This is an optimization exercise on Yosys and OpenROAD, whose aim is small area, a short achievable clock period and few clock cycles, not a production implementation.
At most, simulation tests tie the RTL to the original design; equivalence was not proved.
For runs 1 to 4 and 7, only the layout was checked, not whether the RTL still works.

==> design/flow/design.v <==
module keccak(clk, reset, in, in_ready, is_last, byte_num, buffer_full, out, out_ready);
    input              clk, reset;
    input      [31:0]  in;
    input              in_ready, is_last;
    input      [1:0]   byte_num;
    output             buffer_full;
    output     [511:0] out;
    output reg         out_ready;
    reg       [1599:0] st;      
    reg        [4:0]   wc;      
    reg        [4:0]   rnd;     
    reg                perm;    
    reg                fin;     
    reg                bf;      
    wire               accept = in_ready & ~bf;
    wire               blk_end = accept & (is_last | (wc == 5'd17));
    wire               last_rnd = perm & (rnd == 5'd23);
    wire               spec = accept & is_last & (byte_num == 2'd0);
    wire               perm_n = blk_end | (perm & ~last_rnd);
    wire               go = perm | spec;    
    wire               fin_n = fin | (accept & is_last);
    wire       [31:0]  word, w;
    wire       [63:0]  rc;
    wire     [1599:0]  round_out, absorbed, st_next, pf;
    wire       [63:0]  p, h;    
    assign buffer_full = bf;
    padder1 padder1_ (in, is_last, byte_num, word);
    assign w = {word[7:0], word[15:8], word[23:16], word[31:24]};
    rconst rconst_ (rnd, rc);
    round  round_  (st, pf, rc, round_out);
    always @ (posedge clk)
      if (reset) begin
        wc <= 0; rnd <= 0; perm <= 0; fin <= 0; bf <= 0; out_ready <= 0;
      end else begin
        if (accept)
          wc <= blk_end ? 5'd0 : wc + 5'd1;
        perm <= perm_n;
        fin <= fin_n;
        bf <= perm_n | fin_n;
        if (perm)
          rnd <= last_rnd ? 5'd0 : rnd + 5'd1;
        else if (spec)
          rnd <= 5'd1;
        if (last_rnd & fin)
          out_ready <= 1;
      end
    genvar j, k;
    generate
      for (j = 0; j < 18; j = j + 1) begin : ABS
        wire e = accept & (wc == j);
        for (k = 0; k < 32; k = k + 1) begin : B
          if (j == 17 && k == 31)
            assign absorbed[32*j + k] = st[32*j + k] ^ (w[k] & e) ^ (accept & is_last);
          else
            kab ab (st[32*j + k], w[k], e, absorbed[32*j + k]);
        end
      end
    endgenerate
    assign absorbed[1599:576] = st[1599:576];
    generate
      for (j = 0; j < 1600; j = j + 1) begin : PF
        if (j < 576 && (j % 32 == 1 || j % 32 == 2))
          assign pf[j] = spec & (wc == j / 32);
        else if (j == 575)
          assign pf[j] = spec;
        else
          assign pf[j] = 1'b0;
      end
    endgenerate
    generate
      for (j = 0; j < 64; j = j + 1) begin : CT
        kctl ct (go, reset, p[j], h[j]);
      end
      for (j = 0; j < 1600; j = j + 1) begin : NX
        knx nx (p[j % 64], round_out[j], h[j % 64], absorbed[j], st_next[j]);
      end
    endgenerate
    always @ (posedge clk)
      st <= st_next;
    generate
      for (j = 0; j < 64; j = j + 1) begin : OUT
        assign out[511-8*j -: 8] = st[8*j +: 8];
      end
    endgenerate
endmodule
module padder1(in, is_last, byte_num, out);
    input      [31:0] in;
    input             is_last;
    input      [1:0]  byte_num;
    output     [31:0] out;
    genvar b;
    generate
      for (b = 0; b < 4; b = b + 1) begin : B
        wire keep = ~is_last | (byte_num > b);
        wire pad  = is_last & (byte_num == b);
        assign out[31-8*b -: 8] = (in[31-8*b -: 8] & {8{keep}}) | (8'h06 & {8{pad}});
      end
    endgenerate
endmodule
module knx(p, r, h, s, y);
    input p, r, h, s;
    output y;
    assign y = (p & r) | (h & s);
endmodule
module kab(s, w, e, y);
    input s, w, e;
    output y;
    assign y = s ^ (w & e);
endmodule
module kctl(perm, reset, p, h);
    input perm, reset;
    output p, h;
    assign p = perm & ~reset;
    assign h = ~perm & ~reset;
endmodule
module rconst(r, rc);
    input      [4:0]  r;
    output reg [63:0] rc;
    always @ (*)
      case (r)
        5'd0:    rc = 64'h0000000000000001;
        5'd1:    rc = 64'h0000000000008082;
        5'd2:    rc = 64'h800000000000808A;
        5'd3:    rc = 64'h8000000080008000;
        5'd4:    rc = 64'h000000000000808B;
        5'd5:    rc = 64'h0000000080000001;
        5'd6:    rc = 64'h8000000080008081;
        5'd7:    rc = 64'h8000000000008009;
        5'd8:    rc = 64'h000000000000008A;
        5'd9:    rc = 64'h0000000000000088;
        5'd10:   rc = 64'h0000000080008009;
        5'd11:   rc = 64'h000000008000000A;
        5'd12:   rc = 64'h000000008000808B;
        5'd13:   rc = 64'h800000000000008B;
        5'd14:   rc = 64'h8000000000008089;
        5'd15:   rc = 64'h8000000000008003;
        5'd16:   rc = 64'h8000000000008002;
        5'd17:   rc = 64'h8000000000000080;
        5'd18:   rc = 64'h000000000000800A;
        5'd19:   rc = 64'h800000008000000A;
        5'd20:   rc = 64'h8000000080008081;
        5'd21:   rc = 64'h8000000000008080;
        5'd22:   rc = 64'h0000000080000001;
        5'd23:   rc = 64'h8000000080008008;
        default: rc = 64'h0;
      endcase
endmodule
module kx2(a, b, y);
    input a, b;
    output y;
    assign y = a ^ b;
endmodule
module kxn(a, b, y);
    input a, b;
    output y;
    assign y = ~(a ^ b);
endmodule
module kan(b, c, y);
    input b, c;
    output y;
    assign y = b | ~c;
endmodule
module kchi(a, b, c, y);
    input a, b, c;
    output y;
    wire t;
    kan an (b, c, t);
    kxn xo (a, t, y);
endmodule
module round(in, pf, rc, out);
    input  [1599:0] in;
    input  [1599:0] pf;     
    input  [63:0]   rc;      
    output [1599:0] out;
    wire   [63:0]   c01[0:4], c23[0:4], c4[0:4], c[0:4], d[0:4];
    wire   [63:0]   b[0:24];
    wire [1599:0]   t;
    wire   [63:0]   b0;      
    wire   [63:0]   fc[0:4], fd[0:4];   
    wire [1599:0]   g;       
    wire [1599:0]   ae;      
    genvar x, y, z;
    function integer rho;
        input integer k;
        case (k)
          0: rho = 0;   1: rho = 1;   2: rho = 62;  3: rho = 28;  4: rho = 27;
          5: rho = 36;  6: rho = 44;  7: rho = 6;   8: rho = 55;  9: rho = 20;
          10: rho = 3;  11: rho = 10; 12: rho = 43; 13: rho = 25; 14: rho = 39;
          15: rho = 41; 16: rho = 45; 17: rho = 15; 18: rho = 21; 19: rho = 8;
          20: rho = 18; 21: rho = 2;  22: rho = 61; 23: rho = 56; default: rho = 14;
        endcase
    endfunction
    function canflip;
        input integer lane, z;
        canflip = (lane <= 8 && (z == 1 || z == 2 || z == 33 || z == 34)) || (lane == 8 && z == 63);
    endfunction
    function colflip;
        input integer x, z;
        colflip = canflip(x, z) || canflip(x+5, z) || canflip(x+10, z) || canflip(x+15, z) || canflip(x+20, z);
    endfunction
    function gflip;
        input integer x, y, z;
        gflip = canflip(x+5*y, z) || colflip((x+4)%5, z) || colflip((x+1)%5, (z+63)%64);
    endfunction
    generate
      for (x = 0; x < 5; x = x + 1) begin : FC
        for (z = 0; z < 64; z = z + 1) begin : Z
          if (colflip(x, z))
            assign fc[x][z] = pf[64*x + z] ^ pf[64*(x+5) + z] ^ pf[64*(x+10) + z]
                            ^ pf[64*(x+15) + z] ^ pf[64*(x+20) + z];
          else
            assign fc[x][z] = 1'b0;
          assign fd[x][z] = fc[(x+4)%5][z] ^ fc[(x+1)%5][(z+63)%64];
        end
      end
      for (y = 0; y < 5; y = y + 1) begin : GY
        for (x = 0; x < 5; x = x + 1) begin : GX
          for (z = 0; z < 64; z = z + 1) begin : Z
            assign g[64*(x+5*y) + z] = pf[64*(x+5*y) + z] ^ fd[x][z];
            if (gflip(x, y, z))
              kx2 xg (in[64*(x+5*y) + z], g[64*(x+5*y) + z], ae[64*(x+5*y) + z]);
            else
              assign ae[64*(x+5*y) + z] = in[64*(x+5*y) + z];
          end
        end
      end
      for (x = 0; x < 5; x = x + 1) begin : TC
        for (z = 0; z < 64; z = z + 1) begin : Z
          kx2 x01 (in[64*x + z],      in[64*(x+5) + z],  c01[x][z]);
          kx2 x23 (in[64*(x+10) + z], in[64*(x+15) + z], c23[x][z]);
          kx2 x03 (c01[x][z], c23[x][z], c4[x][z]);
          kx2 x04 (c4[x][z], in[64*(x+20) + z], c[x][z]);
        end
      end
      for (x = 0; x < 5; x = x + 1) begin : TD
        for (z = 0; z < 64; z = z + 1) begin : Z
          kx2 xd (c[(x+4)%5][z], c[(x+1)%5][(z+63)%64], d[x][z]);
        end
      end
      for (y = 0; y < 5; y = y + 1) begin : RY
        for (x = 0; x < 5; x = x + 1) begin : RX
          for (z = 0; z < 64; z = z + 1) begin : Z
            kx2 xt (ae[64*(x+5*y) + z], d[x][z], t[64*(x+5*y) + z]);
          end
          assign b[y + 5*((2*x+3*y)%5)] = {t[64*(x+5*y) +: 64], t[64*(x+5*y) +: 64]} >> (64 - rho(x+5*y));
        end
      end
      for (z = 0; z < 64; z = z + 1) begin : IO
        if (z == 0 || z == 1 || z == 3 || z == 7 || z == 15 || z == 31 || z == 63) begin : K
          wire ar;
          if (gflip(0, 0, z))
            kx2 xa (in[z], g[z] ^ rc[z], ar);
          else
            kx2 xa (in[z], rc[z], ar);
          kx2 xb (ar, d[0][z], b0[z]);
        end else begin : N
          assign b0[z] = b[0][z];
        end
      end
      for (y = 0; y < 5; y = y + 1) begin : CY
        for (x = 0; x < 5; x = x + 1) begin : CX
          for (z = 0; z < 64; z = z + 1) begin : Z
            kchi ch ((x == 0 && y == 0) ? b0[z] : b[x+5*y][z], b[(x+1)%5+5*y][z], b[(x+2)%5+5*y][z], out[64*(x+5*y) + z]);
          end
        end
      end
    endgenerate
endmodule
==> design/flow/flow/run.sh <==
#!/bin/bash
# The standard ORFS flow (the standard.sh), with plain buffers instead of
# delay cells on the ports. The make output goes to flow.log; each ORFS step
# keeps its own log under orfs/logs.
set -euo pipefail
export BUFFER_PORTS_ARGS="-buffer_cell sky130_fd_sc_hd__buf_2"
bash standard.sh > flow.log 2>&1
==> design/flow/standard.sh <==
#!/bin/bash
# synth_recipe.tcl (not shown) runs the flow's synth.tcl, then flattens the netlist and writes it again
# the make line also repeats each setting of config.mk as NAME=value (left out here)
make -C /OpenROAD-flow-scripts/flow DESIGN_CONFIG=/design/flow/config.mk WORK_HOME=/design/flow/orfs CLKGATE_MAP_FILE= SYNTH_SCRIPT=/design/flow/synth_recipe.tcl "${@:-finish}"
==> design/flow/config.mk <==
export PLATFORM = sky130hd
export DESIGN_NAME = keccak
export DESIGN_NICKNAME = keccak
export VERILOG_FILES = /design/flow/design.v
export SDC_FILE = /design/flow/constraint.sdc
export NUM_CORES = 8
export LEC_CHECK = 0
export CAP_MARGIN = 30
export CORE_MARGIN = 2
export CORE_UTILIZATION = 40
export CTS_CLUSTER_DIAMETER = 100
export CTS_CLUSTER_SIZE = 30
export GPL_ROUTABILITY_DRIVEN = 1
export GPL_TIMING_DRIVEN = 1
export PLACE_DENSITY = 0.5
export SETUP_SLACK_MARGIN = 2.5
export SLEW_MARGIN = 30
export SYNTH_HIERARCHICAL = 1
==> design/flow/constraint.sdc <==
create_clock -name core_clock -period 5.5 [get_ports {clk}]
set_input_delay 1.1000 -clock core_clock [delete_from_list [all_inputs] [get_ports {clk}]]
set_output_delay 1.1000 -clock core_clock [all_outputs]
set_load 0.01 [all_outputs]
==> flow_metrics.tcl, run 1 <==
set metrics [dict create \
    cts.clk_slew.worst_paths_ns 0.10 \
    start_kind "flop" \
    finalSetupViolations 0 \
    grtUsageTotal 0.570 \
    cts-htree-levels 3 \
    post-route-util 0.600 \
    wl_met2_um 326000 \
    die-area_um2 296000 \
    path_class "reg2reg" \
    drtPass1Iterations 8 \
    wirelength_um 875000 \
    hpwlAfterDp_um 725000 \
    period_minus_slack_ns 3.91 \
    cts_buffer_depth 4 \
    dp_cells 16900 \
    fmax_ghz 0.256 \
    post_drt_wl_per_cell_um 47.5 \
    crit_required_ns 6.34 \
    num_rows 198 \
    antenna_found_initial 109 \
    cts.sinks 1614 \
    drtAntennaViolNets 0 \
    port_buffers 551 \
    grt_overflow 0 \
    placed_area_um2 131000 \
    final_area_um2 175000 \
    maxUsedRoutingLayer "met5" \
    fin_worst_skew_ns 0.0736 \
    post-route-drc-count 0 \
    mostFrequentLayoutCells "xnor2_1, xor2_1, a22o_1" \
    first_global_vias 101000 \
    maxSlewViolCount 0 \
    relSlewSlack 0.143 \
    core_area_um2 291000 \
    tightest_slew_ns 1.29 \
    chipHeight_um 544 \
    cts_tree "done" \
    layout.cells.non_filler 18400 \
    synthCells 12100 \
    hp-class "reg2reg" \
    drive_above_1_share 0.383 \
    chipWidth_um 544 \
    synth.avg_cell_area_um2 9.69 \
    vias 112000 \
    cts-root-buf "clkbuf_16" \
    seqCellArea_um2 32800 \
    vias_per_cell 6.07 \
    ios 552 \
    cts_made_buffers 120 \
    wl_met3_um 140000 \
    hold_viol 0 \
    worstPathMaxFanout 6 \
    nFillCells 23800 \
    max-cap-violations 0 \
    rsz0062_at_grt "true" \
    mostFrequentLayoutCell "xnor2_1" \
    outcome "finished clean" \
    wl_met1_um 297000 \
    clkLatencyLatePin_ns 1.01 \
    grt_pass1_wl_um 1080000 \
    area_growth_pct 49.5 \
    fin_crit_sh 0.711 \
    multiInputGateArea_um2 109000 \
    start_util 0.402 \
    routabilityCongestion 1.18 \
    ys_warn_count 9 \
    drtIter0Drc 17400 \
    layout.nets 14400 \
    synth_area_um2 117000 \
    cp.arrival_ns 4.75 \
    crit_path_end_kind "flop" \
    grt_max_degree 62 \
]
[final timing paths]
check                               start   endpoint  slack [ns]  depth (start not counted)
worst max-delay path                wc[0]    st[714]        1.59                         15
worst min-delay path            out_ready  out_ready        0.53                          2
worst max register to register      wc[0]    st[714]        1.59                         15
worst min register to register  out_ready  out_ready        0.53                          2
[worst max-delay path, stage by stage (launching register included)]
cell	delay [ns]
dfxtp_4	0.40
inv_6	0.08
ha_4	0.14
nand2b_4	0.05
or3_4	0.40
buf_6	0.15
nor2_4	0.17
xnor3_2	0.40
xnor2_4	0.30
xnor3_1	0.33
xor2_2	0.24
xor2_4	0.43
buf_6	0.23
nand2b_1	0.09
xnor2_1	0.14
a22o_1	0.20
[layer usage]
| layer | up-vias | GRT usage |
|---|---|---|
| li1 | 42700 | - |
| met4 | 48 | 0.565 |
| met3 | 2545 | 0.301 |
| met2 | 9384 | 0.739 |
| met5 | - | 0.0107 |
| met1 | 57200 | 0.648 |
[layout make-up]
type                            instances  area share
Inverter                               16    0.000444
Tap cell                             3900      0.0279
Antenna cell                           89     0.00128
Multi-Input combinational cell      10100       0.624
Sequential cell                      1614       0.188
Clock inverter                         90     0.00726
Timing Repair Buffer                 2499       0.133
Clock buffer                          129      0.0178
[stage by stage]
| stage | setup TNS (ns) | hold WS (ns) | setup slack, ns |
|---|---|---|---|
| finish | 0 | 0.531 | 1.59 |
| global route | 0 | 0.556 | 1.65 |
| CTS | 0 | 0.509 | 1.73 |
| detailed placement | -0.0376 | 0.481 | -0.0277 |
| global placement | -1.07 | 0.482 | -0.418 |
| floorplan | 0 | 0.452 | 1.36 |
[repair_timing]
action / CTS / global route
hold buffers: 0 / 0
endpoints found under the hold margin: 0 / 0
gates cloned: 1 / 0
setup buffers: 809 / 409
pin swaps: 487 / 335
setup endpoints to repair: 1620 / 1369
gates resized for setup: 2552 / 902
[state kept, by name, summed over array words and instances (netlist names)]
| register | flops |
|---|---|
| bf | 1 |
| wc | 5 |
| rnd | 5 |
| st | 1600 |
| perm | 1 |
| out_ready | 1 |
| fin | 1 |
==> run 2, diff against run 1 <==
--- a/design/flow/config.mk
+++ b/design/flow/config.mk
@@ -9,6 +9,4 @@
 export CORE_MARGIN = 2
 export CORE_UTILIZATION = 40
-export CTS_CLUSTER_DIAMETER = 100
-export CTS_CLUSTER_SIZE = 30
 export GPL_ROUTABILITY_DRIVEN = 1
 export GPL_TIMING_DRIVEN = 1
==> flow_metrics.tcl, run 2 <==
set metrics [dict create \
    routabilityCongestion 1.18 \
    die-area_um2 296000 \
    hold_slack_ns 0.511 \
    outcome "finished clean" \
    r2r-start "wc[1]" \
    area_growth_pct 52.4 \
    tightest_slew_ns 1.38 \
    cts_buffer_depth 4 \
    core_area_um2 291000 \
    slowest_delay_ns 0.49 \
    chipHeight_um 544 \
    drtIter0Drc 16600 \
    vias_per_cell 6.05 \
    reg_top3 "st (1600), rnd (5), wc (5)" \
    nFillCells 23500 \
    min_from "out_ready" \
    period_minus_slack_ns 3.90 \
    regMostFlops "st" \
    hp-class "reg2reg" \
    finalSetupViolations 0 \
    cp.arrival_ns 4.73 \
    fin_worst_skew_ns 0.0647 \
    startpoint "wc[1]" \
    port_buffers 551 \
    crit_path_end_kind "flop" \
    finalSetupTns_ns 0 \
    wirelength_um 879000 \
    postCtsHoldBufs 0 \
    path_class "reg2reg" \
    start_util 0.402 \
    cts_made_buffers 210 \
    final_area_um2 178000 \
    chipWidth_um 544 \
    vias 113000 \
    max-cap-violations 0 \
    place_ws_ns -0.0277 \
    synthCells 12100 \
    grt_pass1_wl_um 1090000 \
    rsz0062_at_grt "true" \
    synth_area_um2 117000 \
    placed_area_um2 131000 \
    post_drt_wl_per_cell_um 47.2 \
    hpwlAfterDp_um 725000 \
    grtUsageTotal 0.573 \
    crit_chain "inv_4 > ha_4 > nand2b_4 > or3_4 > buf_6 > nor2_4 > buf_6 > xnor3_2 > xnor2_4 > xnor3_1 > xor2_1 > xor2_1 > buf_4 > nand2b_4 > xnor2_2 > a22o_1" \
    hold_viol 0 \
    grt_overflow 0 \
    first_global_vias 103000 \
    post-route-drc-count 0 \
    relSlewSlack 0.0767 \
    cts.clk_slew.worst_paths_ns 0.06 \
    largest_register_ff_count 1600 \
    cts-htree-levels 4 \
    crit_required_ns 6.34 \
    synth.avg_cell_area_um2 9.69 \
    cts.sinks 1614 \
    start_kind "flop" \
    mostFrequentLayoutCell "xnor2_1" \
    clkLatencyLatePin_ns 0.98 \
    ys_warn_count 9 \
    drive_above_1_share 0.387 \
    grt_max_degree 62 \
    worstPathMaxFanout 6 \
    cts-root-buf "clkbuf_16" \
    cts_tree "done" \
    dp_cells 16900 \
    fin_ws_ns 1.60 \
    slowest_stage "or3_4" \
    fin_crit_sh 0.708 \
    layout.nets 14500 \
    maxSlewViolCount 0 \
    mostFrequentLayoutCells "xnor2_1, xor2_1, a22o_1" \
    layout.cells.non_filler 18600 \
    antenna_found_initial 109 \
    num_rows 198 \
    fmax_ghz 0.257 \
    drtPass1Iterations 6 \
    ios 552 \
    drtAntennaViolNets 0 \
]
-- run 2: final timing paths --
path | end | slack [ns] | depth (start not counted)
setup / recovery | st[543] | 1.60 | 16
hold / removal | out_ready | 0.51 | 2
setup reg to reg | st[543] | 1.60 | 16
hold reg to reg | out_ready | 0.51 | 2
-- run 2: through the flow --
stage,utilization
after floorplan,-
after global placement,0.445
after detailed placement,0.452
after CTS,0.577
after global routing,0.611
final,0.612
-- run 2: layout make-up --
type	count	area, µm²	area share
Multi-Input combinational cell	10100	109000	0.614
Sequential cell	1614	32700	0.184
Timing Repair Buffer	2520	23700	0.133
Clock buffer	321	6370	0.0358
Tap cell	3900	4880	0.0274
Clock inverter	61	616	0.00346
Antenna cell	117	293	0.00164
Inverter	16	81.3	0.000457
-- run 2: critical path, delay by kind of cell (launching register included) --
| family | cells | cell delay, ns |
|---|---|---|
| AO/OA/AOI/OAI | 1 | 0.21 |
| XOR/XNOR | 6 | 1.48 |
| adder cells (fa/ha/maj) | 1 | 0.15 |
| buffers and inverters | 4 | 0.67 |
| flip-flops | 1 | 0.37 |
| AND/OR/NAND/NOR | 4 | 0.84 |
-- run 2: timing repair --
action | in CTS | in global routing
pin swaps | 511 | 338
setup buffers | 836 | 403
resized for setup | 2573 | 878
cloned | 3 | 0
setup endpoints to repair | 1611 | 1366
-- run 2: per-layer routing --
metal,vias to the layer above,track usage,part of all wire,wire length (µm)
li1,43100,-,-,-
met1,57600,0.646,0.34,296000
met2,9447,0.741,0.37,329000
met3,2698,0.311,0.17,146000
met4,26,0.569,0.12,109000
met5,-,0.0253,0.00061,540
==> run 3, diff against run 2 <==
--- a/design/flow/design.v
+++ b/design/flow/design.v
@@ -22,5 +22,6 @@
     wire       [31:0]  word, w;
     wire       [63:0]  rc;
-    wire     [1599:0]  round_out, absorbed, st_next, pf;
+    wire     [1599:0]  round_out, absorbed, st_next;
+    wire       [17:0]  wsel;
     wire       [63:0]  p, h;    
     assign buffer_full = bf;
@@ -28,5 +29,5 @@
     assign w = {word[7:0], word[15:8], word[23:16], word[31:24]};
     rconst rconst_ (rnd, rc);
-    round  round_  (st, pf, rc, round_out);
+    round  round_  (st, spec, wsel, rc, round_out);
     always @ (posedge clk)
       if (reset) begin
@@ -59,11 +60,6 @@
     assign absorbed[1599:576] = st[1599:576];
     generate
-      for (j = 0; j < 1600; j = j + 1) begin : PF
-        if (j < 576 && (j % 32 == 1 || j % 32 == 2))
-          assign pf[j] = spec & (wc == j / 32);
-        else if (j == 575)
-          assign pf[j] = spec;
-        else
-          assign pf[j] = 1'b0;
+      for (j = 0; j < 18; j = j + 1) begin : WS
+        assign wsel[j] = (wc == j);
       end
     endgenerate
@@ -168,7 +164,8 @@
     kxn xo (a, t, y);
 endmodule
-module round(in, pf, rc, out);
+module round(in, spec, wsel, rc, out);
     input  [1599:0] in;
-    input  [1599:0] pf;     
+    input           spec;    
+    input  [17:0]   wsel;    
     input  [63:0]   rc;      
     output [1599:0] out;
@@ -177,5 +174,4 @@
     wire [1599:0]   t;
     wire   [63:0]   b0;      
-    wire   [63:0]   fc[0:4], fd[0:4];   
     wire [1599:0]   g;       
     wire [1599:0]   ae;      
@@ -191,35 +187,182 @@
         endcase
     endfunction
-    function canflip;
-        input integer lane, z;
-        canflip = (lane <= 8 && (z == 1 || z == 2 || z == 33 || z == 34)) || (lane == 8 && z == 63);
-    endfunction
-    function colflip;
-        input integer x, z;
-        colflip = canflip(x, z) || canflip(x+5, z) || canflip(x+10, z) || canflip(x+15, z) || canflip(x+20, z);
-    endfunction
-    function gflip;
-        input integer x, y, z;
-        gflip = canflip(x+5*y, z) || colflip((x+4)%5, z) || colflip((x+1)%5, (z+63)%64);
+    function [17:0] gmask;
+        input integer i;     
+        case (i)
+          1: gmask = 18'h00101;
+          2: gmask = 18'h01105;
+          3: gmask = 18'h01004;
+          33: gmask = 18'h00202;
+          34: gmask = 18'h0220a;
+          35: gmask = 18'h02008;
+          65: gmask = 18'h00405;
+          66: gmask = 18'h04415;
+          67: gmask = 18'h04010;
+          97: gmask = 18'h0080a;
+          98: gmask = 18'h0882a;
+          99: gmask = 18'h08020;
+          128: gmask = 18'h3ffff;
+          129: gmask = 18'h01014;
+          130: gmask = 18'h11054;
+          131: gmask = 18'h10040;
+          161: gmask = 18'h02028;
+          162: gmask = 18'h220a8;
+          163: gmask = 18'h20080;
+          193: gmask = 18'h04050;
+          194: gmask = 18'h04150;
+          195: gmask = 18'h00100;
+          225: gmask = 18'h080a0;
+          226: gmask = 18'h082a0;
+          227: gmask = 18'h00200;
+          257: gmask = 18'h10140;
+          258: gmask = 18'h10541;
+          259: gmask = 18'h00401;
+          289: gmask = 18'h20280;
+          290: gmask = 18'h20a82;
+          291: gmask = 18'h00802;
+          319: gmask = 18'h3ffff;
+          321: gmask = 18'h00500;
+          322: gmask = 18'h01504;
+          323: gmask = 18'h01004;
+          353: gmask = 18'h00a00;
+          354: gmask = 18'h02a08;
+          355: gmask = 18'h02008;
+          385: gmask = 18'h01401;
+          386: gmask = 18'h05411;
+          387: gmask = 18'h04010;
+          417: gmask = 18'h02802;
+          418: gmask = 18'h0a822;
+          419: gmask = 18'h08020;
+          448: gmask = 18'h3ffff;
+          449: gmask = 18'h05004;
+          450: gmask = 18'h15044;
+          451: gmask = 18'h10040;
+          481: gmask = 18'h0a008;
+          482: gmask = 18'h2a088;
+          483: gmask = 18'h20080;
+          513: gmask = 18'h14010;
+          514: gmask = 18'h14110;
+          515: gmask = 18'h00100;
+          545: gmask = 18'h28020;
+          546: gmask = 18'h28220;
+          547: gmask = 18'h00200;
+          575: gmask = 18'h3ffff;
+          577: gmask = 18'h10040;
+          578: gmask = 18'h10441;
+          579: gmask = 18'h00401;
+          609: gmask = 18'h20080;
+          610: gmask = 18'h20882;
+          611: gmask = 18'h00802;
+          639: gmask = 18'h3ffff;
+          641: gmask = 18'h00100;
+          642: gmask = 18'h01104;
+          643: gmask = 18'h01004;
+          673: gmask = 18'h00200;
+          674: gmask = 18'h02208;
+          675: gmask = 18'h02008;
+          705: gmask = 18'h00401;
+          706: gmask = 18'h04411;
+          707: gmask = 18'h04010;
+          737: gmask = 18'h00802;
+          738: gmask = 18'h08822;
+          739: gmask = 18'h08020;
+          768: gmask = 18'h3ffff;
+          769: gmask = 18'h01004;
+          770: gmask = 18'h11044;
+          771: gmask = 18'h10040;
+          801: gmask = 18'h02008;
+          802: gmask = 18'h22088;
+          803: gmask = 18'h20080;
+          833: gmask = 18'h04010;
+          834: gmask = 18'h04110;
+          835: gmask = 18'h00100;
+          865: gmask = 18'h08020;
+          866: gmask = 18'h08220;
+          867: gmask = 18'h00200;
+          897: gmask = 18'h10040;
+          898: gmask = 18'h10441;
+          899: gmask = 18'h00401;
+          929: gmask = 18'h20080;
+          930: gmask = 18'h20882;
+          931: gmask = 18'h00802;
+          959: gmask = 18'h3ffff;
+          961: gmask = 18'h00100;
+          962: gmask = 18'h01104;
+          963: gmask = 18'h01004;
+          993: gmask = 18'h00200;
+          994: gmask = 18'h02208;
+          995: gmask = 18'h02008;
+          1025: gmask = 18'h00401;
+          1026: gmask = 18'h04411;
+          1027: gmask = 18'h04010;
+          1057: gmask = 18'h00802;
+          1058: gmask = 18'h08822;
+          1059: gmask = 18'h08020;
+          1088: gmask = 18'h3ffff;
+          1089: gmask = 18'h01004;
+          1090: gmask = 18'h11044;
+          1091: gmask = 18'h10040;
+          1121: gmask = 18'h02008;
+          1122: gmask = 18'h22088;
+          1123: gmask = 18'h20080;
+          1153: gmask = 18'h04010;
+          1154: gmask = 18'h04110;
+          1155: gmask = 18'h00100;
+          1185: gmask = 18'h08020;
+          1186: gmask = 18'h08220;
+          1187: gmask = 18'h00200;
+          1217: gmask = 18'h10040;
+          1218: gmask = 18'h10441;
+          1219: gmask = 18'h00401;
+          1249: gmask = 18'h20080;
+          1250: gmask = 18'h20882;
+          1251: gmask = 18'h00802;
+          1279: gmask = 18'h3ffff;
+          1281: gmask = 18'h00100;
+          1282: gmask = 18'h01104;
+          1283: gmask = 18'h01004;
+          1313: gmask = 18'h00200;
+          1314: gmask = 18'h02208;
+          1315: gmask = 18'h02008;
+          1345: gmask = 18'h00401;
+          1346: gmask = 18'h04411;
+          1347: gmask = 18'h04010;
+          1377: gmask = 18'h00802;
+          1378: gmask = 18'h08822;
+          1379: gmask = 18'h08020;
+          1408: gmask = 18'h3ffff;
+          1409: gmask = 18'h01004;
+          1410: gmask = 18'h11044;
+          1411: gmask = 18'h10040;
+          1441: gmask = 18'h02008;
+          1442: gmask = 18'h22088;
+          1443: gmask = 18'h20080;
+          1473: gmask = 18'h04010;
+          1474: gmask = 18'h04110;
+          1475: gmask = 18'h00100;
+          1505: gmask = 18'h08020;
+          1506: gmask = 18'h08220;
+          1507: gmask = 18'h00200;
+          1537: gmask = 18'h10040;
+          1538: gmask = 18'h10441;
+          1539: gmask = 18'h00401;
+          1569: gmask = 18'h20080;
+          1570: gmask = 18'h20882;
+          1571: gmask = 18'h00802;
+          1599: gmask = 18'h3ffff;
+          default: gmask = 18'h00000;
+        endcase
     endfunction
     generate
-      for (x = 0; x < 5; x = x + 1) begin : FC
-        for (z = 0; z < 64; z = z + 1) begin : Z
-          if (colflip(x, z))
-            assign fc[x][z] = pf[64*x + z] ^ pf[64*(x+5) + z] ^ pf[64*(x+10) + z]
-                            ^ pf[64*(x+15) + z] ^ pf[64*(x+20) + z];
-          else
-            assign fc[x][z] = 1'b0;
-          assign fd[x][z] = fc[(x+4)%5][z] ^ fc[(x+1)%5][(z+63)%64];
-        end
-      end
       for (y = 0; y < 5; y = y + 1) begin : GY
         for (x = 0; x < 5; x = x + 1) begin : GX
           for (z = 0; z < 64; z = z + 1) begin : Z
-            assign g[64*(x+5*y) + z] = pf[64*(x+5*y) + z] ^ fd[x][z];
-            if (gflip(x, y, z))
+            if (gmask(64*(x+5*y) + z) != 18'd0) begin : F
+              assign g[64*(x+5*y) + z] = spec & |(wsel & gmask(64*(x+5*y) + z));
               kx2 xg (in[64*(x+5*y) + z], g[64*(x+5*y) + z], ae[64*(x+5*y) + z]);
-            else
+            end else begin : N
+              assign g[64*(x+5*y) + z] = 1'b0;
               assign ae[64*(x+5*y) + z] = in[64*(x+5*y) + z];
+            end
           end
         end
@@ -249,5 +392,5 @@
         if (z == 0 || z == 1 || z == 3 || z == 7 || z == 15 || z == 31 || z == 63) begin : K
           wire ar;
-          if (gflip(0, 0, z))
+          if (gmask(z) != 18'd0)
             kx2 xa (in[z], g[z] ^ rc[z], ar);
           else
==> design/flow/flow/run.sh (replaced) <==
#!/bin/bash
# The standard ORFS flow (the standard.sh), with plain buffers instead of
# delay cells on the ports and a clock tree without dummy loads. The make output
# goes to flow.log; each ORFS step keeps its own log under orfs/logs.
set -euo pipefail
export BUFFER_PORTS_ARGS="-buffer_cell sky130_fd_sc_hd__buf_2"
export CTS_ARGS="-sink_clustering_enable -repair_clock_nets -dont_use_dummy_load -sink_clustering_size 20 -sink_clustering_max_diameter 80"
bash standard.sh > flow.log 2>&1
==> flow_metrics.tcl, run 3 <==
set metrics [dict create \
    port_buffers 551 \
    tightest_slew_ns 1.22 \
    grtUsageTotal 0.577 \
    mostFrequentLayoutCell "xnor2_1" \
    cts_buffer_depth 4 \
    finalSetupViolations 0 \
    fin_crit_sh 0.644 \
    wirelength_um 865000 \
    vias_per_cell 6.22 \
    first_global_vias 99300 \
    layout.nets 14000 \
    drtIter0Drc 17500 \
    vias 111000 \
    regMostFlops "st" \
    crit_path_end_kind "flop" \
    largest_register_ff_count 1600 \
    synth_area_um2 114000 \
    grt_overflow 0 \
    wl_met2_um 320000 \
    start_kind "flop" \
    cts-htree-levels 4 \
    core_area_um2 283000 \
    outcome "finished clean" \
    synthCells 11900 \
    postCtsHoldBufs 0 \
    post-route-drc-count 0 \
    grt_pass1_wl_um 1070000 \
    cts.clk_slew.worst_paths_ns 0.09 \
    grt_max_degree 61 \
    maxUsedRoutingLayer "met5" \
    ys_warn_count 9 \
    maxSlewViolCount 0 \
    reg_top3 "st (1600), rnd (5), wc (5)" \
    synth.avg_cell_area_um2 9.58 \
    cts.sinks 1614 \
    die-area_um2 289000 \
    area_growth_pct 47.3 \
    ios 552 \
    cts_made_buffers 149 \
    fmax_ghz 0.282 \
    place_ws_ns 0.684 \
    mostFrequentLayoutCells "xnor2_1, a22o_1, nand2b_1, xor2_1, buf_4" \
    relSlewSlack 0.184 \
    cts_tree "done" \
    wl_met1_um 292000 \
    path_class "reg2reg" \
    finalSetupTns_ns 0 \
    rsz0062_at_grt "true" \
    hpwlAfterDp_um 714000 \
    routabilityCongestion 1.22 \
    drive_above_1_share 0.363 \
    crit_required_ns 6.28 \
    worstPathMaxFanout 6 \
    cts-root-buf "clkbuf_16" \
    chipWidth_um 538 \
    nFillCells 23400 \
    cp.arrival_ns 4.32 \
    clkLatencyLatePin_ns 0.94 \
    fin_worst_skew_ns 0.0766 \
    antenna_found_initial 115 \
    ff2ff_setup_slack_ns 1.96 \
    wl_met3_um 143000 \
    drtAntennaViolNets 0 \
    start_util 0.403 \
    hp-class "reg2reg" \
    drtPass1Iterations 17 \
    post-route-util 0.594 \
    post_drt_wl_per_cell_um 48.6 \
    hold_viol 0 \
    num_rows 195 \
    chipHeight_um 538 \
    fin_ws_ns 1.96 \
    max-cap-violations 0 \
    period_minus_slack_ns 3.54 \
]
-- run 3: layer usage --
metal | global-route usage | up-vias
met3 | 0.331 | 2811
met1 | 0.645 | 56400
met5 | 0.0255 | -
met2 | 0.742 | 9721
met4 | 0.573 | 46
li1 | - | 41700
-- run 3: stage by stage --
step / hold slack [ns] / cell area [µm²] / cells
floorplan: 0.448 / 114000 / 11900
global placement: 0.471 / 125000 / 16300
detailed placement: 0.500 / 127000 / 16300
CTS: 0.524 / 158000 / 17200
global route: 0.541 / 168000 / 17700
finish: 0.526 / 168000 / 17800
-- run 3: critical path: stages (launching register included) --
cell,delay (ns)
dfxtp_1,0.44
inv_4,0.15
nand2_8,0.13
nor2_2,0.11
or4_4,0.57
nor4_4,0.33
a41oi_2,0.21
buf_12,0.20
buf_16,0.18
xor2_2,0.20
xor2_1,0.17
buf_4,0.19
nand2b_4,0.15
xnor2_1,0.16
a22o_1,0.21
-- run 3: final timing paths --
kind,startpoint,end,cells past startpoint
max,wc[4],st[775],14
min,out_ready,out_ready,2
max reg2reg,wc[4],st[775],14
min reg2reg,out_ready,out_ready,2
-- run 3: repair_timing --
item	4_1_cts	5_1_grt
gates cloned	0	4
pin swaps	358	228
setup buffers	733	449
gates resized for setup	2202	763
endpoints found under the setup margin	1612	1329
-- run 3: final cells by class --
class | count | area (µm²) | area share
Clock buffer | 149 | 3730 | 0.0222
Antenna cell | 135 | 338 | 0.00201
Timing Repair Buffer | 2389 | 22500 | 0.134
Multi-Input combinational cell | 9734 | 104000 | 0.618
Sequential cell | 1614 | 32800 | 0.196
Inverter | 23 | 108 | 0.000641
Tap cell | 3743 | 4680 | 0.0279
==> run 4, diff against run 3 <==
==> design/flow/flow/run.sh (replaced) <==
#!/bin/bash
# The standard ORFS flow (the standard.sh), with plain buffers instead of
# delay cells on the ports. The make output goes to flow.log; each ORFS step
# keeps its own log under orfs/logs.
set -euo pipefail
export BUFFER_PORTS_ARGS="-buffer_cell sky130_fd_sc_hd__buf_2"
bash standard.sh > flow.log 2>&1
==> flow_metrics.tcl, run 4 <==
set metrics [dict create \
    outcome "finished clean" \
    finalSetupTns_ns 0 \
    drtAntennaViolNets 0 \
    ios 552 \
    start_kind "flop" \
    r2r-end "st[1178]" \
    routabilityCongestion 1.22 \
    reg2regPathDepth 15 \
    crit_required_ns 6.33 \
    period_minus_slack_ns 3.49 \
    vias_per_cell 6.21 \
    slowest_stage "or4_4" \
    hpwlAfterDp_um 714000 \
    die-area_um2 289000 \
    synth_area_um2 114000 \
    grt_pass1_wl_um 1070000 \
    cts_buffer_depth 4 \
    cts-htree-levels 4 \
    chipHeight_um 538 \
    cts.clk_slew.worst_paths_ns 0.06 \
    post_drt_wl_per_cell_um 48.1 \
    min_to "out_ready" \
    mostFrequentLayoutCells "xnor2_1, xor2_1, a22o_1" \
    clkLatencyLatePin_ns 0.97 \
    min_from "out_ready" \
    cp.arrival_ns 4.32 \
    hold_viol 0 \
    regMostFlops "st" \
    synthCells 11900 \
    antenna_found_initial 127 \
    worstPathMaxFanout 5 \
    layout.nets 14000 \
    dp_cells 16300 \
    start_util 0.403 \
    rsz0062_at_grt "true" \
    reg_top3 "st (1600), rnd (5), wc (5)" \
    cts_made_buffers 209 \
    maxSlewViolCount 0 \
    vias 112000 \
    wirelength_um 867000 \
    area_growth_pct 49.8 \
    synth.avg_cell_area_um2 9.58 \
    hold_slack_ns 0.516 \
    crit_path_end_kind "flop" \
    port_buffers 551 \
    grtUsageTotal 0.578 \
    tightest_slew_ns 1.16 \
    cts.sinks 1614 \
    grt_max_degree 61 \
    mostFrequentLayoutCell "xnor2_1" \
    layout.cells.non_filler 18000 \
    hp-class "reg2reg" \
    cts-root-buf "clkbuf_16" \
    post-route-drc-count 0 \
    fin_worst_skew_ns 0.0455 \
    post-route-util 0.604 \
    r2r-start "wc[1]" \
    core_area_um2 283000 \
    crit_chain "inv_2 > ha_4 > nand2_4 > nor2_4 > or4_4 > nor4_4 > a41oi_2 > buf_12 > buf_16 > buf_12 > xor2_4 > xor2_2 > nand2b_1 > xnor2_2 > a22o_1" \
    ys_warn_count 9 \
    cts_tree "done" \
    ff2ff_setup_slack_ns 2.01 \
    path_class "reg2reg" \
    drtPass1Iterations 8 \
    postCtsHoldBufs 0 \
    fin_crit_sh 0.635 \
    hold-path-cell-count 2 \
    fmax_ghz 0.286 \
    chipWidth_um 538 \
    finalSetupViolations 0 \
    slowest_delay_ns 0.58 \
    num_rows 195 \
    max-cap-violations 0 \
    first_global_vias 99800 \
    crit_path_frequent_cell "buf_12" \
    largest_register_ff_count 1600 \
    grt_overflow 0 \
    drive_above_1_share 0.364 \
    drtIter0Drc 17600 \
    relSlewSlack 0.225 \
]
==> run 4: per-stage QoR <==
step,setup slack (ns),instance area [µm²]
2_1_floorplan,1.34,114000
3_3_place_gp,0.506,125000
3_5_place_dp,0.684,127000
4_1_cts,1.81,161000
5_1_grt,1.99,170000
6_report,2.01,171000
==> run 4: routing by layer <==
metal  wire [µm]  up-vias  track usage
li1            -    42100            -
met1      292000    56700        0.645
met2      320000    10100        0.737
met3      144000     2967        0.334
met4      109000       44        0.581
met5        2210        -       0.0345
==> run 4: worst max-delay path by stage <==
stage | from | endpoint | cells after the start
2_1_floorplan | is_last | st[0] | 5
3_5_place_dp | byte_num[1] | st[746] | 13
6_report | wc[1] | st[1178] | 15
4_1_cts | wc[2] | st[573] | 13
5_1_grt | wc[1] | st[595] | 15
3_3_place_gp | wc[1] | st[902] | 12
==> run 4: final cells by class <==
cell class | instances | area (µm²)
repair buffers | 2369 | 22700
well taps | 3743 | 4680
clock inverters | 48 | 507
clock buffers | 325 | 6370
multi-input cells | 9731 | 103000
fillers | 23200 | 112000
inverters | 23 | 109
flip-flops and latches | 1614 | 32800
diodes | 153 | 383
==> run 4: critical path, delay by kind of cell (launching register included) <==
| family | cells | cell delay (ns) |
|---|---|---|
| AND/OR/NAND/NOR | 5 | 1.21 |
| buffers and inverters | 4 | 0.60 |
| XOR/XNOR | 3 | 0.58 |
| AO/OA/AOI/OAI | 2 | 0.43 |
| flip-flops | 1 | 0.38 |
| adder cells (fa/ha/maj) | 1 | 0.16 |
==> run 4: what timing repair did <==
item | CTS | global route
resized for setup | 2171 | 698
buffers inserted | 708 | 455
cloned | 0 | 1
setup endpoints to repair | 1618 | 1372
pin swaps | 353 | 219
==> run 5, diff against run 4 <==
--- a/design/flow/design.v
+++ b/design/flow/design.v
@@ -8,5 +8,5 @@
     output reg         out_ready;
     reg       [1599:0] st;      
-    reg        [4:0]   wc;      
+    reg        [17:0]  wsel;    
     reg        [4:0]   rnd;     
     reg                perm;    
@@ -14,5 +14,5 @@
     reg                bf;      
     wire               accept = in_ready & ~bf;
-    wire               blk_end = accept & (is_last | (wc == 5'd17));
+    wire               blk_end = accept & (is_last | wsel[17]);
     wire               last_rnd = perm & (rnd == 5'd23);
     wire               spec = accept & is_last & (byte_num == 2'd0);
@@ -23,5 +23,4 @@
     wire       [63:0]  rc;
     wire     [1599:0]  round_out, absorbed, st_next;
-    wire       [17:0]  wsel;
     wire       [63:0]  p, h;    
     assign buffer_full = bf;
@@ -32,8 +31,8 @@
     always @ (posedge clk)
       if (reset) begin
-        wc <= 0; rnd <= 0; perm <= 0; fin <= 0; bf <= 0; out_ready <= 0;
+        wsel <= 18'd1; rnd <= 0; perm <= 0; fin <= 0; bf <= 0; out_ready <= 0;
       end else begin
         if (accept)
-          wc <= blk_end ? 5'd0 : wc + 5'd1;
+          wsel <= blk_end ? 18'd1 : {wsel[16:0], 1'b0};
         perm <= perm_n;
         fin <= fin_n;
@@ -49,5 +48,5 @@
     generate
       for (j = 0; j < 18; j = j + 1) begin : ABS
-        wire e = accept & (wc == j);
+        wire e = accept & wsel[j];
         for (k = 0; k < 32; k = k + 1) begin : B
           if (j == 17 && k == 31)
@@ -60,9 +59,4 @@
     assign absorbed[1599:576] = st[1599:576];
     generate
-      for (j = 0; j < 18; j = j + 1) begin : WS
-        assign wsel[j] = (wc == j);
-      end
-    endgenerate
-    generate
       for (j = 0; j < 64; j = j + 1) begin : CT
         kctl ct (go, reset, p[j], h[j]);
==> design/flow/flow/run.sh (replaced) <==
#!/bin/bash
# The standard ORFS flow (the standard.sh), with plain buffers instead of
# delay cells on the ports and a clock tree without dummy loads. The make output
# goes to flow.log; each ORFS step keeps its own log under orfs/logs.
set -euo pipefail
export BUFFER_PORTS_ARGS="-buffer_cell sky130_fd_sc_hd__buf_2"
export CTS_ARGS="-sink_clustering_enable -repair_clock_nets -dont_use_dummy_load -sink_clustering_size 20 -sink_clustering_max_diameter 80"
bash standard.sh > flow.log 2>&1
--- a/design/flow/config.mk
+++ b/design/flow/config.mk
@@ -12,5 +12,5 @@
 export GPL_TIMING_DRIVEN = 1
 export PLACE_DENSITY = 0.5
-export SETUP_SLACK_MARGIN = 2.5
+export SETUP_SLACK_MARGIN = 2.0
 export SLEW_MARGIN = 30
 export SYNTH_HIERARCHICAL = 1
==> flow_metrics.tcl, run 5 <==
set metrics [dict create \
    antenna_found_initial 118 \
    grt_max_degree 56 \
    drive_above_1_share 0.208 \
    clkLatencyLatePin_ns 0.94 \
    grt_pass1_wl_um 1060000 \
    post-route-drc-count 0 \
    grt_overflow 0 \
    r2r-start "st[202]" \
    grtUsageMet2 0.733 \
    postCtsHoldBufs 0 \
    drtIter0Drc 17500 \
    grtUsageTotal 0.570 \
    synthCells 11900 \
    min_to "out_ready" \
    placed_area_um2 128000 \
    tightest_slew_ns 1.19 \
    fmax_ghz 0.261 \
    finalSetupTns_ns 0 \
    period_minus_slack_ns 3.84 \
    busiest_layer "met2" \
    finalSetupViolations 0 \
    met3_usage 0.312 \
    rsz0062_at_grt "true" \
    hp-class "reg2reg" \
    cts.sinks 1627 \
    hold_slack_ns 0.486 \
    startpoint "st[202]" \
    start_util 0.401 \
    first_global_vias 94800 \
    fin_ws_ns 1.66 \
    multiInputGateArea_um2 90200 \
    cts_made_buffers 150 \
    relSlewSlack 0.206 \
    synth_area_um2 114000 \
    cts_buffer_depth 4 \
    area_growth_pct 22.8 \
    synth.avg_cell_area_um2 9.60 \
    ff2ff_setup_slack_ns 1.66 \
    die-area_um2 290000 \
    cp.arrival_ns 4.64 \
    post_drt_wl_per_cell_um 51.6 \
    ys_warn_count 9 \
    crit_required_ns 6.31 \
    reg2regPathDepth 8 \
    hold-path-cell-count 2 \
    chipWidth_um 538 \
    core_area_um2 285000 \
    vias_per_cell 6.32 \
    ios 552 \
    start_kind "flop" \
    path_class "reg2reg" \
    hold_viol 0 \
    cts.clk_slew.worst_paths_ns 0.09 \
    gr-usage-met1 0.644 \
    cts_tree "done" \
    port_buffers 551 \
    cts-root-buf "clkbuf_16" \
    wirelength_um 857000 \
    nFillCells 26400 \
    r2r-end "st[1114]" \
    max-cap-violations 0 \
    min_from "out_ready" \
    crit_path_end_kind "flop" \
    place_ws_ns 0.916 \
    largest_register_ff_count 1600 \
    chipHeight_um 538 \
    regMostFlops "st" \
    routabilityCongestion 1.18 \
    seqCellArea_um2 32600 \
    fin_worst_skew_ns 0.0732 \
    mostFrequentLayoutCell "xor2_1" \
    num_rows 196 \
    worstPathMaxFanout 5 \
    mostFrequentLayoutCells "xor2_1, xnor2_1, dfxtp_1" \
    cts-htree-levels 4 \
    maxSlewViolCount 0 \
    layout.nets 12800 \
    hpwlAfterDp_um 729000 \
    drtAntennaViolNets 0 \
    fin_crit_sh 0.697 \
    drtPass1Iterations 7 \
    vias 105000 \
    final_area_um2 140000 \
    reg_top3 "st (1600), wsel (18), rnd (5)" \
    outcome "finished clean" \
]
## run 5: cell type report
| cell class | count | area share |
|---|---|---|
| tap | 3762 | 0.0336 |
| timing repair buffer | 1235 | 0.0623 |
| sequential | 1627 | 0.232 |
| inverter | 17 | 0.000482 |
| antenna | 97 | 0.00173 |
| clock buffer | 150 | 0.0268 |
| multi-input combinational | 9720 | 0.643 |
## run 5: worst max-delay path by stage
stage / to / slack, ns
after global routing: st[997] / 1.80
final: st[1114] / 1.66
after CTS: st[559] / 1.63
after detailed placement: st[1221] / 0.92
after global placement: st[972] / 0.36
after floorplan: st[0] / 1.40
## run 5: routing by layer
| layer | wire, µm | part of all wire |
|---|---|---|
| met5 | 1660 | 0.0019 |
| met3 | 137000 | 0.16 |
| met2 | 314000 | 0.37 |
| met1 | 297000 | 0.35 |
| met4 | 108000 | 0.13 |
## run 5: repair_timing
| item | 4_1_cts | 5_1_grt |
|---|---|---|
| buffers inserted | 15 | 42 |
| setup endpoints to repair | 959 | 701 |
| resized for setup | 558 | 330 |
| pin swaps | 20 | 49 |
| hold endpoints to repair | 0 | 0 |
| gates cloned | 0 | 0 |
## run 5: through the flow
step | utilization | cells
4_1_cts | 0.479 | 16500
6_report | 0.493 | 16600
5_1_grt | 0.492 | 16500
3_3_place_gp | 0.440 | 16300
2_1_floorplan | - | 11900
3_5_place_dp | 0.448 | 16300
## run 5: critical path, cell delays in order, from the launching register on
cell      delay, ns
dfxtp_1        0.63
xor2_1         0.23
xor2_1         0.23
xor2_1         0.57
xor2_2         0.50
xor2_1         0.93
nand2b_1       0.22
xnor2_1        0.15
a22o_1         0.24
Testbench counts of run 5, summed over its fixed seeds: cycles 7,376.
==> run 6, diff against run 5 <==
--- a/design/flow/config.mk
+++ b/design/flow/config.mk
@@ -12,5 +12,5 @@
 export GPL_TIMING_DRIVEN = 1
 export PLACE_DENSITY = 0.5
-export SETUP_SLACK_MARGIN = 2.0
+export SETUP_SLACK_MARGIN = 2.5
 export SLEW_MARGIN = 30
 export SYNTH_HIERARCHICAL = 1
==> flow_metrics.tcl, run 6 <==
set metrics [dict create \
    outcome "finished clean" \
    ys_warn_count 9 \
    layout.nets 13800 \
    clkLatencyLatePin_ns 0.95 \
    fin_worst_skew_ns 0.0785 \
    cts-root-buf "clkbuf_16" \
    largest_register_ff_count 1600 \
    first_global_vias 100000 \
    start_util 0.401 \
    post-route-util 0.586 \
    nFillCells 23500 \
    drtAntennaViolNets 0 \
    rsz0062_at_grt "true" \
    fmax_ghz 0.313 \
    crit_path_end_kind "flop" \
    finalSetupTns_ns 0 \
    wirelength_um 884000 \
    cts_made_buffers 150 \
    hold_viol 0 \
    area_growth_pct 46.0 \
    path_class "reg2reg" \
    postCtsHoldBufs 0 \
    hpwlAfterDp_um 729000 \
    regMostFlops "st" \
    ios 552 \
    fin_crit_sh 0.581 \
    vias 111000 \
    die-area_um2 290000 \
    crit_required_ns 6.34 \
    synth.avg_cell_area_um2 9.60 \
    routabilityCongestion 1.18 \
    antenna_found_initial 128 \
    cts_tree "done" \
    worstPathMaxFanout 4 \
    synthCells 11900 \
    ff2ff_setup_slack_ns 2.30 \
    chipHeight_um 538 \
    maxSlewViolCount 0 \
    drtIter0Drc 18300 \
    reg_top3 "st (1600), wsel (18), rnd (5)" \
    vias_per_cell 6.30 \
    mostFrequentLayoutCell "xnor2_1" \
    grtUsageTotal 0.587 \
    chipWidth_um 538 \
    max-cap-violations 0 \
    port_buffers 551 \
    period_minus_slack_ns 3.20 \
    num_rows 196 \
    start_kind "flop" \
    mostFrequentLayoutCells "xnor2_1, xor2_1, nand2b_1" \
    reg2regPathDepth 9 \
    hold-path-cell-count 2 \
    core_area_um2 285000 \
    cts.clk_slew.worst_paths_ns 0.09 \
    grt_overflow 0 \
    grt_max_degree 68 \
    relSlewSlack 0.186 \
    cts.sinks 1627 \
    post_drt_wl_per_cell_um 50.0 \
    cts-htree-levels 4 \
    finalSetupViolations 0 \
    drive_above_1_share 0.346 \
    synth_area_um2 114000 \
    cts_buffer_depth 4 \
    drtPass1Iterations 6 \
    hp-class "reg2reg" \
    grt_pass1_wl_um 1100000 \
    tightest_slew_ns 1.22 \
    cp.arrival_ns 4.04 \
    post-route-drc-count 0 \
]
## run 6: worst max-delay path, cell delays in order, from the launching register on
cell      delay [ns]
dfxtp_1         0.57
xor2_1          0.28
xor2_1          0.39
xor2_4          0.38
xor2_4          0.35
xor2_2          0.17
buf_4           0.42
nand2b_1        0.20
xnor2_1         0.13
a22o_1          0.23
## run 6: layer usage
layer	routed length, µm	part of all wire	GRT usage
met1	296000	0.33	0.654
met2	324000	0.37	0.750
met3	147000	0.17	0.333
met4	115000	0.13	0.602
met5	931	0.0011	0.0232
## run 6: cell type report
class / instances / area, µm² / share of cell area
Multi-Input combinational cell: 9736 / 103000 / 0.616
Sequential cell: 1627 / 33000 / 0.198
Timing Repair Buffer: 2271 / 22200 / 0.133
Tap cell: 3762 / 4710 / 0.0282
Clock buffer: 150 / 3750 / 0.0225
Antenna cell: 116 / 290 / 0.00174
Inverter: 17 / 87.6 / 0.000525
## run 6: path summary, 6_finish.rpt
kind / start / end
setup / recovery: st[316] / st[1205]
hold / removal: out_ready / out_ready
hold reg to reg: out_ready / out_ready
setup reg to reg: st[316] / st[1205]
## run 6: per-stage QoR
stage / instances / hold slack, ns / setup WS [ns] / instance area (µm²)
6_report: 17700 / 0.481 / 2.30 / 167000
5_1_grt: 17600 / 0.528 / 2.30 / 167000
4_1_cts: 17200 / 0.486 / 2.18 / 159000
3_5_place_dp: 16300 / 0.465 / 0.916 / 128000
3_3_place_gp: 16300 / 0.458 / 0.361 / 125000
2_1_floorplan: 11900 / 0.445 / 1.40 / 114000
## run 6: repair_timing
item	CTS	global route
gates resized for setup	2106	562
gates cloned	17	1
pin swaps	328	139
endpoints found under the setup margin	1608	1231
hold endpoints to repair	0	0
setup buffers	718	372
==> run 7, diff against run 6 <==
--- a/design/flow/design.v
+++ b/design/flow/design.v
@@ -22,5 +22,6 @@
     wire       [31:0]  word, w;
     wire       [63:0]  rc;
-    wire     [1599:0]  round_out, absorbed, st_next;
+    wire     [1599:0]  bo, absorbed, st_next;
+    wire       [6:0]   b0r;
     wire       [63:0]  p, h;    
     assign buffer_full = bf;
@@ -28,5 +29,5 @@
     assign w = {word[7:0], word[15:8], word[23:16], word[31:24]};
     rconst rconst_ (rnd, rc);
-    round  round_  (st, spec, wsel, rc, round_out);
+    round  round_  (st, spec, wsel, rc, bo, b0r);
     always @ (posedge clk)
       if (reset) begin
@@ -63,5 +64,10 @@
       end
       for (j = 0; j < 1600; j = j + 1) begin : NX
-        knx nx (p[j % 64], round_out[j], h[j % 64], absorbed[j], st_next[j]);
+        localparam integer L = j / 64, Z = j % 64, X = L % 5, Y = L / 5;
+        localparam integer R = (Z == 0) ? 0 : (Z == 1) ? 1 : (Z == 3) ? 2 : (Z == 7) ? 3
+                             : (Z == 15) ? 4 : (Z == 31) ? 5 : (Z == 63) ? 6 : -1;
+        wire a = (L == 0 && R >= 0) ? b0r[R < 0 ? 0 : R] : bo[j];
+        knx nx (p[Z], a, bo[64*((X+1)%5 + 5*Y) + Z], bo[64*((X+2)%5 + 5*Y) + Z],
+                h[Z], absorbed[j], st_next[j]);
       end
     endgenerate
@@ -88,8 +94,21 @@
     endgenerate
 endmodule
-module knx(p, r, h, s, y);
-    input p, r, h, s;
+module ksel(p, a, h, s, y);
+    input p, a, h, s;
     output y;
-    assign y = (p & r) | (h & s);
+    assign y = (p & a) | (h & s);
+endmodule
+module kpn(p, b, c, y);
+    input p, b, c;
+    output y;
+    assign y = p & ~b & c;
+endmodule
+module knx(p, a, b, c, h, s, y);
+    input p, a, b, c, h, s;
+    output y;
+    wire u, v;
+    ksel sl (p, a, h, s, u);
+    kpn  pn (p, b, c, v);
+    kx2  xo (u, v, y);
 endmodule
 module kab(s, w, e, y);
@@ -141,27 +160,11 @@
     assign y = a ^ b;
 endmodule
-module kxn(a, b, y);
-    input a, b;
-    output y;
-    assign y = ~(a ^ b);
-endmodule
-module kan(b, c, y);
-    input b, c;
-    output y;
-    assign y = b | ~c;
-endmodule
-module kchi(a, b, c, y);
-    input a, b, c;
-    output y;
-    wire t;
-    kan an (b, c, t);
-    kxn xo (a, t, y);
-endmodule
-module round(in, spec, wsel, rc, out);
+module round(in, spec, wsel, rc, bo, b0r);
     input  [1599:0] in;
     input           spec;    
     input  [17:0]   wsel;    
     input  [63:0]   rc;      
-    output [1599:0] out;
+    output [1599:0] bo;     
+    output [6:0]    b0r;    
     wire   [63:0]   c01[0:4], c23[0:4], c4[0:4], c[0:4], d[0:4];
     wire   [63:0]   b[0:24];
@@ -395,11 +398,8 @@
         end
       end
-      for (y = 0; y < 5; y = y + 1) begin : CY
-        for (x = 0; x < 5; x = x + 1) begin : CX
-          for (z = 0; z < 64; z = z + 1) begin : Z
-            kchi ch ((x == 0 && y == 0) ? b0[z] : b[x+5*y][z], b[(x+1)%5+5*y][z], b[(x+2)%5+5*y][z], out[64*(x+5*y) + z]);
-          end
-        end
+      for (x = 0; x < 25; x = x + 1) begin : BO
+        assign bo[64*x +: 64] = b[x];
       end
+      assign b0r = {b0[63], b0[31], b0[15], b0[7], b0[3], b0[1], b0[0]};
     endgenerate
 endmodule
==> flow_metrics.tcl, run 7 <==
set metrics [dict create \
    hp-class "reg2reg" \
    fin_worst_skew_ns 0.0529 \
    core_area_um2 294000 \
    port_buffers 551 \
    vias_per_cell 6.55 \
    largest_register_ff_count 1600 \
    start_kind "flop" \
    finalSetupViolations 0 \
    mostFrequentLayoutCell "xor2_1" \
    layout.cells.non_filler 17700 \
    num_rows 199 \
    maxSlewViolCount 0 \
    placed_area_um2 132000 \
    outcome "finished clean" \
    rsz0062_at_grt "true" \
    grt_max_degree 54 \
    tightest_slew_ns 1.22 \
    relSlewSlack 0.187 \
    routabilityCongestion 1.18 \
    cts_buffer_depth 4 \
    drtAntennaViolNets 0 \
    cp.arrival_ns 4.12 \
    cts-root-buf "clkbuf_16" \
    fin_crit_sh 0.601 \
    chipWidth_um 548 \
    reg_top3 "st (1600), wsel (18), rnd (5)" \
    post-route-util 0.563 \
    cts.sinks 1627 \
    mostFrequentLayoutCells "xor2_1, a22o_1, and3b_1" \
    dp_cells 16500 \
    start_util 0.402 \
    grt_pass1_wl_um 1100000 \
    crit_path_end_kind "flop" \
    vias 116000 \
    antenna_found_initial 200 \
    cts.clk_slew.worst_paths_ns 0.09 \
    hold_viol 0 \
    grt_overflow 0 \
    ys_warn_count 9 \
    layout.nets 13600 \
    cts_tree "done" \
    drive_above_1_share 0.306 \
    wirelength_um 897000 \
    ios 552 \
    synth_area_um2 118000 \
    synth.avg_cell_area_um2 9.94 \
    area_growth_pct 40.1 \
    chipHeight_um 548 \
    clkLatencyLatePin_ns 0.94 \
    fmax_ghz 0.303 \
    path_class "reg2reg" \
    drtIter0Drc 18700 \
    post-route-drc-count 0 \
    hpwlAfterDp_um 738000 \
    first_global_vias 101000 \
    worstPathMaxFanout 9 \
    synthCells 11900 \
    max-cap-violations 0 \
    grtUsageTotal 0.572 \
    cts-htree-levels 4 \
    period_minus_slack_ns 3.30 \
    cts_made_buffers 151 \
    crit_required_ns 6.31 \
    die-area_um2 300000 \
    drtPass1Iterations 6 \
    post_drt_wl_per_cell_um 50.7 \
    regMostFlops "st" \
    final_area_um2 166000 \
]
==> run 7: path summary, 6_finish.rpt <==
| check | startpoint | to | slack, ns | cells past startpoint |
|---|---|---|---|---|
| max reg2reg | wsel[1] | st[1334] | 2.20 | 9 |
| max | wsel[1] | st[1334] | 2.20 | 9 |
| min | out_ready | out_ready | 0.47 | 2 |
| min reg2reg | out_ready | out_ready | 0.47 | 2 |
==> run 7: per-layer routing <==
metal  track usage  wire [µm]
met4         0.567     108000
met3         0.318     148000
met2         0.731     333000
met5        0.0215       1970
met1         0.650     306000
==> run 7: metrics by stage <==
stage	setup slack (ns)	setup TNS [ns]	hold WS, ns
floorplan	1.25	0	0.445
global placement	-0.201	-0.577	0.452
detailed placement	0.349	0	0.461
CTS	2.26	0	0.473
global route	2.31	0	0.488
finish	2.20	0	0.471
==> run 7: area by class of cell <==
| cell class | instances | area [µm²] |
|---|---|---|
| Multi-Input combinational cell | 9772 | 105000 |
| Antenna cell | 251 | 628 |
| Clock buffer | 151 | 3780 |
| Sequential cell | 1627 | 32800 |
| Fill cell | 25100 | 128000 |
| Inverter | 17 | 80.1 |
| Timing Repair Buffer | 1948 | 18900 |
| Tap cell | 3919 | 4900 |
==> run 7: worst max-delay path: stages (launching register included) <==
cell and delay [ns]:
dfxtp_2 0.52, or4_4 0.73, nor4_4 0.31, a41oi_4 0.19, clkbuf_16 0.26, xor2_4 0.23
xor2_4 0.31, buf_6 0.18, and3b_2 0.23, xor2_2 0.16
==> run 7: what timing repair did <==
item | 4_1_cts | 5_1_grt
setup buffers | 422 | 291
hold buffers | 0 | 0
cloned | 28 | 26
pin swaps | 262 | 144
endpoints found under the setup margin | 1613 | 1213
gates resized for setup | 1861 | 380

-- what the ideal ports hide --
The flow's constraints put no driver on any port. The routed layouts listed below were extracted and timed again, unchanged, in two steps. Step 1, drivers: a clkbuf_16 drives clk and a buf_2 each remaining input, both assumed. Step 2 also shifts input and output timing later by t, the mid clock arrival at the registers, as if the neighbouring blocks saw the same clock. Three values: ideal, step 1, step 2; two values: the first two.
run | t (ns) | slack for setup (ns) | worst setup path after step 2 | latest minus earliest clock arrival (ns)
run 1 | 1.098 | 1.590 / 1.590 / 0.605 | input to register | 0.075 / 0.074
run 2 | 1.070 | 1.604 / 1.604 / 0.635 | input to register | 0.064 / 0.064
run 3 | 1.020 | 1.960 / 1.960 / 1.561 | input to register | 0.077 / 0.077
run 4 | 1.067 | 2.009 / 2.009 / 1.454 | input to register | 0.047 / 0.047
run 5 | 1.026 | 1.664 / 1.664 / 1.139 | input to register | 0.078 / 0.078
run 6 | 1.030 | 2.303 / 2.303 / 1.483 | input to register | 0.079 / 0.079
run 7 | 1.031 | 2.195 / 2.195 / 1.552 | input to register | 0.053 / 0.053
After both steps setup and hold are still met in every run listed. The setup slack of run 1, which loses most, moves by 0.000 ns with the drivers and by -0.985 ns with both steps.
